Context: an optimization exercise on an open-source flow, tuned for small area and a short achievable clock period. The choices shown serve that exercise and are no tape-out recipe.
Power and IR drop assume default switching activity.

==> inputs of job 1948 <==
## FlexiPacketEngine
module FlexiPacketEngine(
input clk,
input resetn,
input validIn,
input [31:0] dataIn,
input lastIn,
output reg validOut,
output reg [31:0] dataOut,
output reg lastOut
);
localparam DEPTH = 100;                
reg [32*DEPTH-1:0] line;               
reg [6:0]  cnt;                        
reg [6:0]  rem;                        
reg [15:0] seq;
reg        st_hdr, st_pay, st_rep1, st_rep2, st_ftr;
reg [99:1] sel;                        
wire rx       = ~(st_hdr | st_pay | st_rep1 | st_rep2 | st_ftr);
wire pay_next = st_hdr | (st_pay & (rem != 7'd1));
always @(posedge clk)
	line <= {line[32*DEPTH-33:0], dataIn};
integer j;
always @(posedge clk) begin
	for (j = 1; j <= 99; j = j + 1)
		sel[j] <= (cnt == j) & pay_next;
end
wire [32*33-1:0] grp_n;                
genvar g, b;
generate
	for (g = 0; g < 33; g = g + 1) begin : grp
		for (b = 0; b < 32; b = b + 1) begin : bt
			FlexiPacketEngine_aoi222 u (
				.a1(sel[3*g+1]), .a2(line[32*(3*g+1)+b]),
				.b1(sel[3*g+2]), .b2(line[32*(3*g+2)+b]),
				.c1(sel[3*g+3]), .c2(line[32*(3*g+3)+b]),
				.y(grp_n[32*g+b]));
		end
	end
endgenerate
reg [31:0] tap;
integer k;
always @(*) begin
	tap = 32'h0;
	for (k = 0; k < 33; k = k + 1)
		tap = tap | ~grp_n[32*k +: 32];
end
always @(posedge clk or negedge resetn) begin
	if (!resetn) begin
		cnt      <= 7'd0;
		rem      <= 7'd0;
		seq      <= 16'h0001;
		st_hdr   <= 1'b0;
		st_pay   <= 1'b0;
		st_rep1  <= 1'b0;
		st_rep2  <= 1'b0;
		st_ftr   <= 1'b0;
		validOut <= 1'b0;
		lastOut  <= 1'b0;
		dataOut  <= 32'h0;
	end else begin
		if (rx)
			cnt <= validIn ? cnt + 7'd1 : 7'd0;
		if (st_hdr)
			rem <= cnt;
		else if (st_pay)
			rem <= rem - 7'd1;
		if (st_ftr)
			seq <= seq + 16'h0001;
		st_hdr   <= rx & validIn & lastIn;
		st_pay   <= pay_next;
		st_rep1  <= st_pay & (rem == 7'd1);
		st_rep2  <= st_rep1;
		st_ftr   <= st_rep2;
		validOut <= ~rx;
		lastOut  <= st_ftr;
		dataOut  <= ({32{st_hdr}} & {seq, 9'b0, cnt})
		          | ({32{st_pay}} & tap)
		          | ({32{st_rep1 | st_rep2}} & dataOut)
		          | {32{st_ftr}};
	end
end
endmodule
==> module FlexiPacketEngine, before the edit <==
module FlexiPacketEngine(
input clk,
input resetn,
input validIn,
input [31:0] dataIn,
input lastIn,
output reg validOut,
output reg [31:0] dataOut,
output reg lastOut
);
localparam DEPTH = 100;                
reg [32*DEPTH-1:0] line;               
reg [6:0]  cnt;                        
reg [6:0]  rem;                        
reg [15:0] seq;
reg        st_hdr, st_pay, st_rep1, st_rep2, st_ftr;
reg [99:1] sel;                        
wire rx       = ~(st_hdr | st_pay | st_rep1 | st_rep2 | st_ftr);
wire pay_next = st_hdr | (st_pay & (rem != 7'd1));
always @(posedge clk)
	line <= {line[32*DEPTH-33:0], dataIn};
integer j;
always @(posedge clk) begin
	for (j = 1; j <= 99; j = j + 1)
		sel[j] <= (cnt == j) & pay_next;
end
wire [32*33-1:0] grp_n;                
genvar g, b;
generate
	for (g = 0; g < 33; g = g + 1) begin : grp
		for (b = 0; b < 32; b = b + 1) begin : bt
			FlexiPacketEngine_aoi222 u (
				.a1(sel[3*g+1]), .a2(line[32*(3*g+1)+b]),
				.b1(sel[3*g+2]), .b2(line[32*(3*g+2)+b]),
				.c1(sel[3*g+3]), .c2(line[32*(3*g+3)+b]),
				.y(grp_n[32*g+b]));
		end
	end
endgenerate
reg [31:0] tap;
integer k;
always @(*) begin
	tap = 32'h0;
	for (k = 0; k < 33; k = k + 1)
		tap = tap | ~grp_n[32*k +: 32];
end
always @(posedge clk or negedge resetn) begin
	if (!resetn) begin
		cnt      <= 7'd0;
		rem      <= 7'd0;
		seq      <= 16'h0001;
		st_hdr   <= 1'b0;
		st_pay   <= 1'b0;
		st_rep1  <= 1'b0;
		st_rep2  <= 1'b0;
		st_ftr   <= 1'b0;
		validOut <= 1'b0;
		lastOut  <= 1'b0;
		dataOut  <= 32'h0;
	end else begin
		if (rx)
			cnt <= validIn ? cnt + 7'd1 : 7'd0;
		if (st_hdr)
			rem <= cnt;
		else if (st_pay)
			rem <= rem - 7'd1;
		if (st_ftr)
			seq <= seq + 16'h0001;
		st_hdr   <= rx & validIn & lastIn;
		st_pay   <= pay_next;
		st_rep1  <= st_pay & (rem == 7'd1);
		st_rep2  <= st_rep1;
		st_ftr   <= st_rep2;
		validOut <= ~rx;
		lastOut  <= st_ftr;
		dataOut  <= ({32{st_hdr}} & {seq, 9'b0, cnt})
		          | ({32{st_pay}} & tap)
		          | ({32{st_rep1 | st_rep2}} & dataOut)
		          | {32{st_ftr}};
	end
end
endmodule
==> module FlexiPacketEngine_aoi222, before the edit <==
module FlexiPacketEngine_aoi222(
input a1, input a2, input b1, input b2, input c1, input c2,
output y
);
assign y = ~((a1 & a2) | (b1 & b2) | (c1 & c2));
endmodule
make LEC_CHECK=0 CAP_MARGIN=20 CORE_MARGIN=2 CORE_UTILIZATION=55 CTS_BUF_LIST=sky130_fd_sc_hd__clkbuf_16 CTS_CLUSTER_DIAMETER=50 CTS_CLUSTER_SIZE=24 PLACE_DENSITY=0.65 SETUP_SLACK_MARGIN=3.0 SLEW_MARGIN=20 SYNTH_HIERARCHICAL=1 SYNTH_MINIMUM_KEEP_SIZE=0 finish   # period 7.0 ns
run.sh (not shown) runs the stock make flow with config.mk's settings and CLKGATE_MAP_FILE= SYNTH_SCRIPT=/design/flow/synth_recipe.tcl, a recipe that flattens the netlist after the stock synthesis.
==> inputs of job 2093, as changes to job 1948 <==
--- a/flow/design.v
+++ b/flow/design.v
@@ -25,23 +25,9 @@
 		sel[j] <= (cnt == j) & pay_next;
 end
-wire [32*33-1:0] grp_n;                
-genvar g, b;
-generate
-	for (g = 0; g < 33; g = g + 1) begin : grp
-		for (b = 0; b < 32; b = b + 1) begin : bt
-			FlexiPacketEngine_aoi222 u (
-				.a1(sel[3*g+1]), .a2(line[32*(3*g+1)+b]),
-				.b1(sel[3*g+2]), .b2(line[32*(3*g+2)+b]),
-				.c1(sel[3*g+3]), .c2(line[32*(3*g+3)+b]),
-				.y(grp_n[32*g+b]));
-		end
-	end
-endgenerate
 reg [31:0] tap;
-integer k;
 always @(*) begin
 	tap = 32'h0;
-	for (k = 0; k < 33; k = k + 1)
-		tap = tap | ~grp_n[32*k +: 32];
+	for (j = 1; j <= 99; j = j + 1)
+		tap = tap | ({32{sel[j]}} & line[32*(j+1)-1 -: 32]);
 end
 always @(posedge clk or negedge resetn) begin
@@ -81,8 +67,2 @@
 end
 endmodule
-module FlexiPacketEngine_aoi222(
-input a1, input a2, input b1, input b2, input c1, input c2,
-output y
-);
-assign y = ~((a1 & a2) | (b1 & b2) | (c1 & c2));
-endmodule
- CORE_UTILIZATION: 55 -> 20
- CTS_BUF_LIST: sky130_fd_sc_hd__clkbuf_16 -> not set
- CTS_CLUSTER_DIAMETER: 50 -> not set
- CTS_CLUSTER_SIZE: 24 -> not set
- PLACE_DENSITY: 0.65 -> 0.4
- SETUP_SLACK_MARGIN: 3.0 -> not set
- SYNTH_HIERARCHICAL: 1 -> not set
- SYNTH_MINIMUM_KEEP_SIZE: 0 -> not set
==> inputs of job 131, as changes to job 1948 <==
--- a/flow/design.v
+++ b/flow/design.v
@@ -25,23 +25,9 @@
 		sel[j] <= (cnt == j) & pay_next;
 end
-wire [32*33-1:0] grp_n;                
-genvar g, b;
-generate
-	for (g = 0; g < 33; g = g + 1) begin : grp
-		for (b = 0; b < 32; b = b + 1) begin : bt
-			FlexiPacketEngine_aoi222 u (
-				.a1(sel[3*g+1]), .a2(line[32*(3*g+1)+b]),
-				.b1(sel[3*g+2]), .b2(line[32*(3*g+2)+b]),
-				.c1(sel[3*g+3]), .c2(line[32*(3*g+3)+b]),
-				.y(grp_n[32*g+b]));
-		end
-	end
-endgenerate
 reg [31:0] tap;
-integer k;
 always @(*) begin
 	tap = 32'h0;
-	for (k = 0; k < 33; k = k + 1)
-		tap = tap | ~grp_n[32*k +: 32];
+	for (j = 1; j <= 99; j = j + 1)
+		tap = tap | ({32{sel[j]}} & line[32*(j+1)-1 -: 32]);
 end
 always @(posedge clk or negedge resetn) begin
@@ -81,8 +67,2 @@
 end
 endmodule
-module FlexiPacketEngine_aoi222(
-input a1, input a2, input b1, input b2, input c1, input c2,
-output y
-);
-assign y = ~((a1 & a2) | (b1 & b2) | (c1 & c2));
-endmodule
- CORE_UTILIZATION: 55 -> 60
- CTS_BUF_LIST: sky130_fd_sc_hd__clkbuf_16 -> not set
- CTS_CLUSTER_DIAMETER: 50 -> not set
- CTS_CLUSTER_SIZE: 24 -> not set
- PLACE_DENSITY: 0.65 -> 0.7
- SETUP_SLACK_MARGIN: 3.0 -> not set
- SYNTH_HIERARCHICAL: 1 -> not set
- SYNTH_MINIMUM_KEEP_SIZE: 0 -> not set
==> run summary <==
- Job 2093 went through all stages and came out clean. Job 1948 ran to the end with no violations. Job 131 passed the timing, design-rule and antenna checks.
- Routed wire length, highest first: job 2093, job 131, job 1948.
- Between job 131 and job 1948, the lower via count is in job 1948 (gap about 24%, measured against job 1948).
- Between job 131 and job 1948, the lower clock skew is in job 1948 (gap 0.014 ns).
- Die area: job 2093 > job 1948 > job 131.
- Worst setup slack: job 2093 is higher than job 1948 (0.022 ns).
- In job 2093 the critical path depth is lower than in job 1948, by 5.
- Core utilization: job 131 > job 1948 > job 2093.
- Final cell count, highest first: job 2093, job 131, job 1948.
- Between job 2093 and job 1948, the lower count of clock-buffer cells in the layout is in job 1948 (gap 303).
==> figures <==
Period minus WS final: job 1948 3.66 ns; job 131 3.56 ns; job 2093 3.64 ns
Switching share of total power: job 1948 23.5%; job 131 22.5%; job 2093 23.5%
Result of the run: job 1948 no timing/DRC/antenna violations; job 131 no timing/DRC/antenna violations; job 2093 no timing/DRC/antenna violations
Share of cell area taken by multi-input logic gates: job 1948 15.8%; job 131 17.3%; job 2093 16.2%
Footprint of the multi-input gates: job 1948 0.0147 mm2; job 131 0.0172 mm2; job 2093 0.0172 mm2
Worst setup endpoint: job 1948 dataOut[20]; job 131 dataOut[31]; job 2093 dataOut[31]
Peak Freq: job 1948 273 MHz; job 131 281 MHz; job 2093 275 MHz
Routing usage on met2: job 1948 40.8%; job 131 62.1%; job 2093 30.4%
Detailed route wirelength on metal2: job 1948 94000 um; job 131 139000 um; job 2093 193000 um
CP max FO: job 1948 26; job 131 2; job 2093 2
Share of the synthesized area in compound gates (AO/OA/AOI/OAI): job 1948 13.5%; job 131 15.6%; job 2093 15.6%
Portion of the clock cycle consumed by the worst path in the final layout: job 1948 52.3%; job 131 50.9%; job 2093 52.0%
Initial antenna violation count: job 1948 27; job 131 21; job 2093 37
Filler Cell Count: job 1948 11209; job 131 9588; job 2093 44395
Pre-CTS worst setup slack: job 1948 3.66 ns; job 131 4.21 ns; job 2093 4.18 ns
Clock buf count: job 1948 196; job 131 444; job 2093 499
Combinational power: job 1948 1.51 mW; job 131 1.41 mW; job 2093 1.50 mW
CP arrival: job 1948 4.35 ns; job 131 2.16 ns; job 2093 2.24 ns
Transition time at the pin with the least slew margin: job 1948 1.20 ns; job 131 1.37 ns; job 2093 1.29 ns
Placeable Area: job 1948 0.150 mm2; job 131 0.143 mm2; job 2093 0.430 mm2
Function was not checked in any run of this note: the RTL went through the layout flow alone.

## re-timing with driven ports
The flow's constraints put no driver on any port. The routed layouts listed below were extracted and timed again, unchanged, in two steps. Step 1: set_driving_cell puts a clkbuf_16 on clk and a buf_2 on each other input, an assumption about the parent block. Step 2 times the ports against the registers' clock, not the clock port: input delays grow and output delays shrink by t, the midpoint of the rising clock arrivals with the driver on. Three values: no drivers, after step 1, after step 2; two values: the first two.
run | t (ns) | slack for setup (ns) | worst setup path after step 2
job 1948 | 0.905 | 3.336 / 3.336 / 3.336 | register to register
job 2093 | 1.008 | 3.358 / 3.268 / 4.003 | input to register
job 131 | 1.010 | 3.440 / 3.359 / 3.986 | register to register
After both steps every run listed still meets setup and hold.
